What follows belongs to an exercise in optimizing a design on an open flow for small area; a production flow would make more cautious choices. The RTL was checked by simulation tests, not by an equivalence proof against the original design. Power is estimated from default activity; no workload was simulated.

## flow/design.v (module list and top-level ports; edited modules follow where they fit)
// module PlotEnemyAircraft: 52 lines
// module PlotEnemyAircraft_bitmap: 159 lines
// module PlotAircraft: 50 lines
// module PlotAircraft_bitmap: 98 lines
// module PlotSmall: 46 lines
// module PlotSmall_bitmap: 34 lines
// module PlotBoss: 54 lines
// module PlotBoss_bitmap: 307 lines
// module PlotMissile: 52 lines
// module PlotMissile_bitmap: 151 lines
// module PAUSE: 52 lines
// module PAUSE_bitmap: 109 lines
// module sss: 62 lines
// module sss_bitmap: 444 lines
// module b111: 52 lines
// module b111_bitmap: 136 lines
// module b222: 54 lines
// module b222_bitmap: 327 lines
// module b333: 56 lines
// module b333_bitmap: 264 lines
// module ywinn: 60 lines
// module ywinn_bitmap: 386 lines
// module sprite_hit: 41 lines
module sprite_hit (
    input  wire       clk,
    input  wire [9:0] draw_x,
    input  wire [8:0] draw_y,
    input  wire [9:0] enemy_x,    input  wire [8:0] enemy_y,
    input  wire [9:0] player_x,   input  wire [8:0] player_y,
    input  wire [9:0] small_x,    input  wire [8:0] small_y,
    input  wire [9:0] boss_x,     input  wire [8:0] boss_y,
    input  wire [9:0] missile_x,  input  wire [8:0] missile_y,
    input  wire [9:0] pause_x,    input  wire [8:0] pause_y,
    input  wire [9:0] title_x,    input  wire [8:0] title_y,
    input  wire [9:0] expl1_x,    input  wire [8:0] expl1_y,
    input  wire [9:0] expl2_x,    input  wire [8:0] expl2_y,
    input  wire [9:0] expl3_x,    input  wire [8:0] expl3_y,
    input  wire [9:0] win_x,      input  wire [8:0] win_y,
    output wire [10:0] hit
);
  // ...
==> flow/flow/run.sh <==
#!/bin/bash
# Own layout flow: the standard synthesis; then the combinational logic of
# its netlist is re-mapped for area (the flip-flops are cut out first and put
# back with their names and cell types unchanged); then the standard
# layout, with the port buffers made from sky130_fd_sc_hd__buf_1.
set -euo pipefail
W=$PWD
F=$W/flow
R=$W/orfs/results/$FLOW_PLATFORM/sprite_hit/base
export LIB=$FLOW_HOME/platforms/sky130hd/lib/sky130_fd_sc_hd__tt_025C_1v80.lib
export TOP=$FLOW_TOP
bash standard.sh $R/1_2_yosys.v > $W/1_1_standard_synth.log 2>&1
cp $R/1_2_yosys.v $W/1_2_yosys_std.v
python3 $F/resyn.py cut $W/1_2_yosys_std.v $W/1_3_cut.v $W/1_3_flops.json 'sky130_fd_sc_hd__df\w+' > $W/1_3_cut.log 2>&1
DONT_USE="$(tr '\n' ' ' < $F/dont_use.txt)" IN_V=$W/1_3_cut.v OUT_V=$W/1_4_comb.v ABC_SCRIPT=$F/area.abc \
  yosys -c $F/resyn.tcl > $W/1_4_resyn.log 2>&1
python3 $F/resyn.py join $W/1_4_comb.v $W/1_5_joined.v $W/1_3_flops.json > $W/1_5_join.log 2>&1
IN_V=$W/1_5_joined.v OUT_V=$R/1_2_yosys.v STAT=$W/1_6_stat.txt yosys -c $F/finish.tcl > $W/1_6_finish.log 2>&1
bash standard.sh "BUFFER_PORTS_ARGS=-buffer_cell sky130_fd_sc_hd__buf_1" finish > $W/2_layout.log 2>&1
==> flow/flow/area.abc <==
strash; &get -n; &deepsyn -T 240; &put; dch -f; amap; mfs2; strash; dch -f; amap; mfs2; strash; dch -f; amap; mfs2; strash; dch -f; amap; mfs2; strash; dch -f; amap; mfs2; strash; dch -f; amap; mfs2; strash; dch -f; amap; mfs2; strash; dch -f; amap; mfs2; strash; dch -f; amap; mfs2; strash; dch -f; amap; mfs2; strash; dch -f; amap; mfs2; strash; dch -f; amap; mfs2; strash; dch -f; amap; mfs2; strash; dch -f; amap; mfs2; strash; dch -f; amap; mfs2; strash; dch -f; amap; topo
==> flow/flow/dont_use.txt <==
sky130_fd_sc_hd__probe_p_8
sky130_fd_sc_hd__probec_p_8
sky130_fd_sc_hd__lpflow_bleeder_1
sky130_fd_sc_hd__lpflow_clkbufkapwr_1
sky130_fd_sc_hd__lpflow_clkbufkapwr_16
sky130_fd_sc_hd__lpflow_clkbufkapwr_2
sky130_fd_sc_hd__lpflow_clkbufkapwr_4
sky130_fd_sc_hd__lpflow_clkbufkapwr_8
sky130_fd_sc_hd__lpflow_clkinvkapwr_1
sky130_fd_sc_hd__lpflow_clkinvkapwr_16
sky130_fd_sc_hd__lpflow_clkinvkapwr_2
sky130_fd_sc_hd__lpflow_clkinvkapwr_4
sky130_fd_sc_hd__lpflow_clkinvkapwr_8
sky130_fd_sc_hd__lpflow_decapkapwr_12
sky130_fd_sc_hd__lpflow_decapkapwr_3
sky130_fd_sc_hd__lpflow_decapkapwr_4
sky130_fd_sc_hd__lpflow_decapkapwr_6
sky130_fd_sc_hd__lpflow_decapkapwr_8
sky130_fd_sc_hd__lpflow_inputiso0n_1
sky130_fd_sc_hd__lpflow_inputiso0p_1
sky130_fd_sc_hd__lpflow_inputiso1n_1
sky130_fd_sc_hd__lpflow_inputiso1p_1
sky130_fd_sc_hd__lpflow_inputisolatch_1
sky130_fd_sc_hd__lpflow_isobufsrc_1
sky130_fd_sc_hd__lpflow_isobufsrc_16
sky130_fd_sc_hd__lpflow_isobufsrc_2
sky130_fd_sc_hd__lpflow_isobufsrc_4
sky130_fd_sc_hd__lpflow_isobufsrc_8
sky130_fd_sc_hd__lpflow_isobufsrckapwr_16
sky130_fd_sc_hd__lpflow_lsbuf_lh_hl_isowell_tap_1
sky130_fd_sc_hd__lpflow_lsbuf_lh_hl_isowell_tap_2
sky130_fd_sc_hd__lpflow_lsbuf_lh_hl_isowell_tap_4
sky130_fd_sc_hd__lpflow_lsbuf_lh_isowell_4
sky130_fd_sc_hd__lpflow_lsbuf_lh_isowell_tap_1
sky130_fd_sc_hd__lpflow_lsbuf_lh_isowell_tap_2
sky130_fd_sc_hd__lpflow_lsbuf_lh_isowell_tap_4
sky130_fd_sc_hd__fill_1
sky130_fd_sc_hd__fill_2
sky130_fd_sc_hd__fill_4
sky130_fd_sc_hd__fill_8
sky130_fd_sc_hd__a222oi_1
sky130_fd_sc_hd__a2111oi_0
sky130_fd_sc_hd__a2111oi_2
sky130_fd_sc_hd__a2111o_1
sky130_fd_sc_hd__a2111o_2
sky130_fd_sc_hd__a2111o_4
sky130_fd_sc_hd__a2111oi_1
sky130_fd_sc_hd__a2111oi_4
==> flow/flow/finish.tcl <==
# Ties, pass-through buffers and checks on the re-joined netlist.
yosys -import
read_liberty -lib $::env(LIB)
read_verilog $::env(IN_V)
hierarchy -top $::env(TOP)
splitnets
opt_clean -purge
hilomap -singleton -hicell sky130_fd_sc_hd__conb_1 HI -locell sky130_fd_sc_hd__conb_1 LO
insbuf -buf sky130_fd_sc_hd__buf_4 A X
opt_clean -purge
check -assert -mapped
tee -o $::env(STAT) stat -liberty $::env(LIB)
write_verilog -noattr -noexpr -nohex -nodec $::env(OUT_V)
==> flow/flow/resyn.py <==
#!/usr/bin/env python3
"""Cut cells out of a mapped netlist (cut), or put them back (join).
cut  IN.v OUT.v CELLS.json REGEX : every instance whose cell type matches REGEX is
     removed; each of its output pins becomes a module input __cK_PIN and each of
     its input pins (but the clock) a module output __cK_PIN. CELLS.json records
     the type, instance name and pins of each cut cell.
join IN.v OUT.v CELLS.json : the ports become wires again and the cells are
     re-instantiated with their original names, types and clocks."""
import sys, re, json
OUTS = {'Q', 'Q_N', 'SUM', 'COUT', 'X', 'Y'}
def cut(src, dst, rec, rx):
    s = open(src).read()
    s = re.sub(r'\(\*.*?\*\)', '', s, flags=re.S)
    pat = re.compile(r'(sky130_fd_sc_hd__\w+)\s+(\\\S+ |[A-Za-z_][\w$]*)\s*\((.*?)\);', re.S)
    cells = []; ports = []
    def repl(m):
        if not re.fullmatch(rx, m.group(1)): return m.group(0)
        k = len(cells)
        pins = {p: n.strip() for p, n in re.findall(r'\.(\w+)\(([^()]*)\)', m.group(3))}
        cells.append(dict(type=m.group(1), name=m.group(2), pins=pins))
        out = []
        for p, n in pins.items():
            if p == 'CLK' or not n: continue
            w = f'__c{k}_{p}'
            if p in OUTS:
                ports.append(('input', w)); out.append(f'assign {n} = {w} ;')
            else:
                ports.append(('output', w)); out.append(f'assign {w} = {n} ;')
        return '\n  '.join(out)
    s = pat.sub(repl, s)
    hdr_end = s.index(');', s.index('module'))
    plist = ''.join(f', {w}' for _, w in ports)
    decl = ''.join(f'\n  {d} {w};' for d, w in ports)
    s = s[:hdr_end] + plist + ');' + decl + s[hdr_end+2:]
    open(dst, 'w').write(s)
    json.dump(cells, open(rec, 'w'))
def join(src, dst, rec):
    cells = json.load(open(rec))
    s = open(src).read()
    s = re.sub(r'\(\*.*?\*\)', '', s, flags=re.S)
    hdr_start = s.index('module'); hdr_end = s.index(');', hdr_start)
    hdr = re.sub(r',\s*__c\d+_\w+', '', s[hdr_start:hdr_end])
    body = s[hdr_end:]
    body = re.sub(r'\b(input|output)(\s+)(__c\d+_\w+)\s*;', r'wire\2\3;', body)
    declared = set(re.findall(r'\bwire\s+(__c\d+_\w+)\s*;', body))
    inst = []; extra = []
    for k, c in enumerate(cells):
        conn = []
        for p, n in c['pins'].items():
            if p == 'CLK' or not n: conn.append(f'.{p}({n} )'); continue
            w = f'__c{k}_{p}'
            if w not in declared: extra.append(f'  wire {w};')
            conn.append(f'.{p}({w})')
        inst.append(f"  {c['type']} {c['name']} ({', '.join(conn)});")
    i = body.rindex('endmodule')
    body = body[:i] + '\n'.join(extra + inst) + '\n' + body[i:]
    open(dst, 'w').write(s[:hdr_start] + hdr + body)
if __name__ == '__main__':
    if sys.argv[1] == 'cut': cut(*sys.argv[2:6])
    else: join(*sys.argv[2:5])
==> flow/flow/resyn.tcl <==
# Area re-mapping of the combinational logic (the flip-flops are cut out).
yosys -import
set lib $::env(LIB)
read_liberty -ignore_miss_func -ignore_miss_dir $lib
read_verilog $::env(IN_V)
hierarchy -top $::env(TOP)
flatten
delete {t:$scopeinfo}
opt_clean -purge
set dont_use {}
foreach c $::env(DONT_USE) { lappend dont_use -dont_use $c }
abc -script $::env(ABC_SCRIPT) -liberty $lib {*}$dont_use
opt_clean -purge
select $::env(TOP)
write_verilog -selected -noattr -noexpr -nohex -nodec $::env(OUT_V)
==> flow/standard.sh <==
#!/bin/bash
# synth_recipe.tcl (not shown) runs the flow's synth.tcl, then flattens the netlist and writes it again
# the make line also repeats each setting of config.mk as NAME=value (left out here)
make -C /OpenROAD-flow-scripts/flow DESIGN_CONFIG=/design/flow/config.mk WORK_HOME=/design/flow/orfs CLKGATE_MAP_FILE= SYNTH_SCRIPT=/design/flow/synth_recipe.tcl "${@:-finish}"
==> flow/config.mk <==
export PLATFORM = sky130hd
export DESIGN_NAME = sprite_hit
export DESIGN_NICKNAME = sprite_hit
export VERILOG_FILES = /design/flow/design.v
export SDC_FILE = /design/flow/constraint.sdc
export NUM_CORES = 4
export LEC_CHECK = 0
export CAP_MARGIN = 20
export CORE_MARGIN = 2
export CORE_UTILIZATION = 60
export CTS_BUF_LIST = sky130_fd_sc_hd__clkbuf_8
export SLEW_MARGIN = 20
==> flow/constraint.sdc <==
create_clock -name core_clock -period 10.0 [get_ports {clk}]
set_input_delay 2.0000 -clock core_clock [delete_from_list [all_inputs] [get_ports {clk}]]
set_output_delay 2.0000 -clock core_clock [all_outputs]
set_load 0.01 [all_outputs]
==> qor.yml, run 1 <==
timing:
  tns_ps: 0
  timing.final.crit_share_pct: 62.0
  whs_ps: 440
detailed_routing:
  dr_wl_met3_mm: 10.8
  dr.pass1.iters: 13
  wl_per_cell_um: 20.0
critical_path:
  cpPeakStageDelay_ps: 600
  rr_startpoint: "u_title.y[4]$_DFF_P_"
  critPathArrivalTime_ps: 6620
  r2r-end: "u_title.plot$_DFF_P_"
  reg2reg_depth: 18
status:
  status: "complete, no violations"
global_routing:
  gr-usage-met3_pct: 16.8
  grt_overflow: 0
  grt_usage_pct: 47.1
  antenna_found_initial: 12
clocking:
  cts-hold-fix-buffers: 0
final_layout:
  seq_cells: 152
  multi_input_area_um2: 10600
  mostFrequentLayoutCell: "nor2_1"
logic_synthesis:
  netlist_area_um2: 15100
power:
  p_int_uw: 1190
  p_comb_uw: 977
min_path:
  hold_start: "u_enemy.in_box$_DFF_P_"
  hold_class: "reg2reg"
==> inputs of run 2 (changes only) <==
--- a/flow/config.mk
+++ b/flow/config.mk
@@ -6,7 +6,9 @@
 export NUM_CORES = 4
 export LEC_CHECK = 0
 export CAP_MARGIN = 20
+export CELL_PAD_IN_SITES_DETAIL_PLACEMENT = 1
 export CORE_MARGIN = 2
-export CORE_UTILIZATION = 60
-export CTS_BUF_LIST = sky130_fd_sc_hd__clkbuf_8
+export CORE_UTILIZATION = 50
+export GPL_ROUTABILITY_DRIVEN = 1
+export PLACE_DENSITY = 0.5
 export SLEW_MARGIN = 20
==> qor.yml, run 2 <==
global_routing:
  grt_max_degree: 26
clocking:
  htreeDepth: 4
  numCtsBuffers: 17
  cts-hold-fix-buffers: 0  # unchanged
  post-cts-setup-buffer-count: 0
  cts_root_buffer: "clkbuf_16"
  clock_path_buffers: 2
  post_cts_resized: 0
die:
  die_x_um: 178
  die_y_um: 178
  io_pins: 240
  placementRows: 63
  start_util_pct: 50.9
placement:
  dpl_cell_area_um2: 16600
  io_buffers: 239
  finalWeightedCongestion: 1.14
  dp_hpwl_mm: 69.7
  placed_cells: 3263
status:
  haltStage: "5_1_grt"
  status: "did not finish"
  toolErrorMsg: "[ERROR GRT-0116] Global routing finished with congestion. Check the congestion regions in the DRC Viewer."
logic_synthesis:
  avgSynthCellArea_um2: 5.76
  synth_nets: 2856
  netlist_area_um2: 15100  # unchanged
  synthCells: 2627
  yosys_warnings: 11
## run 2: how the worst max path moves through the flow
stage / slack, ps / depth (start not counted) / from / endpoint
4_1_cts: 3520 / 18 / draw_y[5] / u_player.in_box$_DFF_P_
3_5_place_dp: 3230 / 18 / draw_y[5] / u_player.in_box$_DFF_P_
3_3_place_gp: 4220 / 18 / draw_y[5] / u_player.in_box$_DFF_P_
2_1_floorplan: 5020 / 16 / draw_y[5] / u_player.in_box$_DFF_P_
## run 2: through the flow
stage | hold slack, ps | setup WS, ps
2_1_floorplan | 395 | 5020
3_3_place_gp | 441 | 4220
3_5_place_dp | 451 | 3230
4_1_cts | 474 | 3520
## run 2: power groups by stage
stage	Sequential (µW)	Clock (µW)	Combinational [µW]
after CTS	788	790	1080
after detailed placement	796	0	1020
after floorplan	750	0	653
after global placement	789	0	934

re-timing with driven ports:
The results above use ideal ports. As a check the final layout listed here was re-extracted and re-timed, cells and wires unchanged.
Step 1 assumes that a clkbuf_16 drives the clock port and a buf_2 every other input.
Step 2 times the ports against the registers' clock, not the clock port: input delays grow and output delays shrink by t, the midpoint of the rising clock arrivals with the driver on.
Three values: ideal, step 1, step 2; two values: the first two.
run: run 1
t (ns): 0.534
setup WS [ns]: 3.798 / 3.816 / 3.282
worst slew at a driven data input, ns: 0.15
After both steps run 1 still meets setup and hold. For run 1, drivers alone change the setup slack by +0.018 ns; drivers and shift together by -0.516 ns.
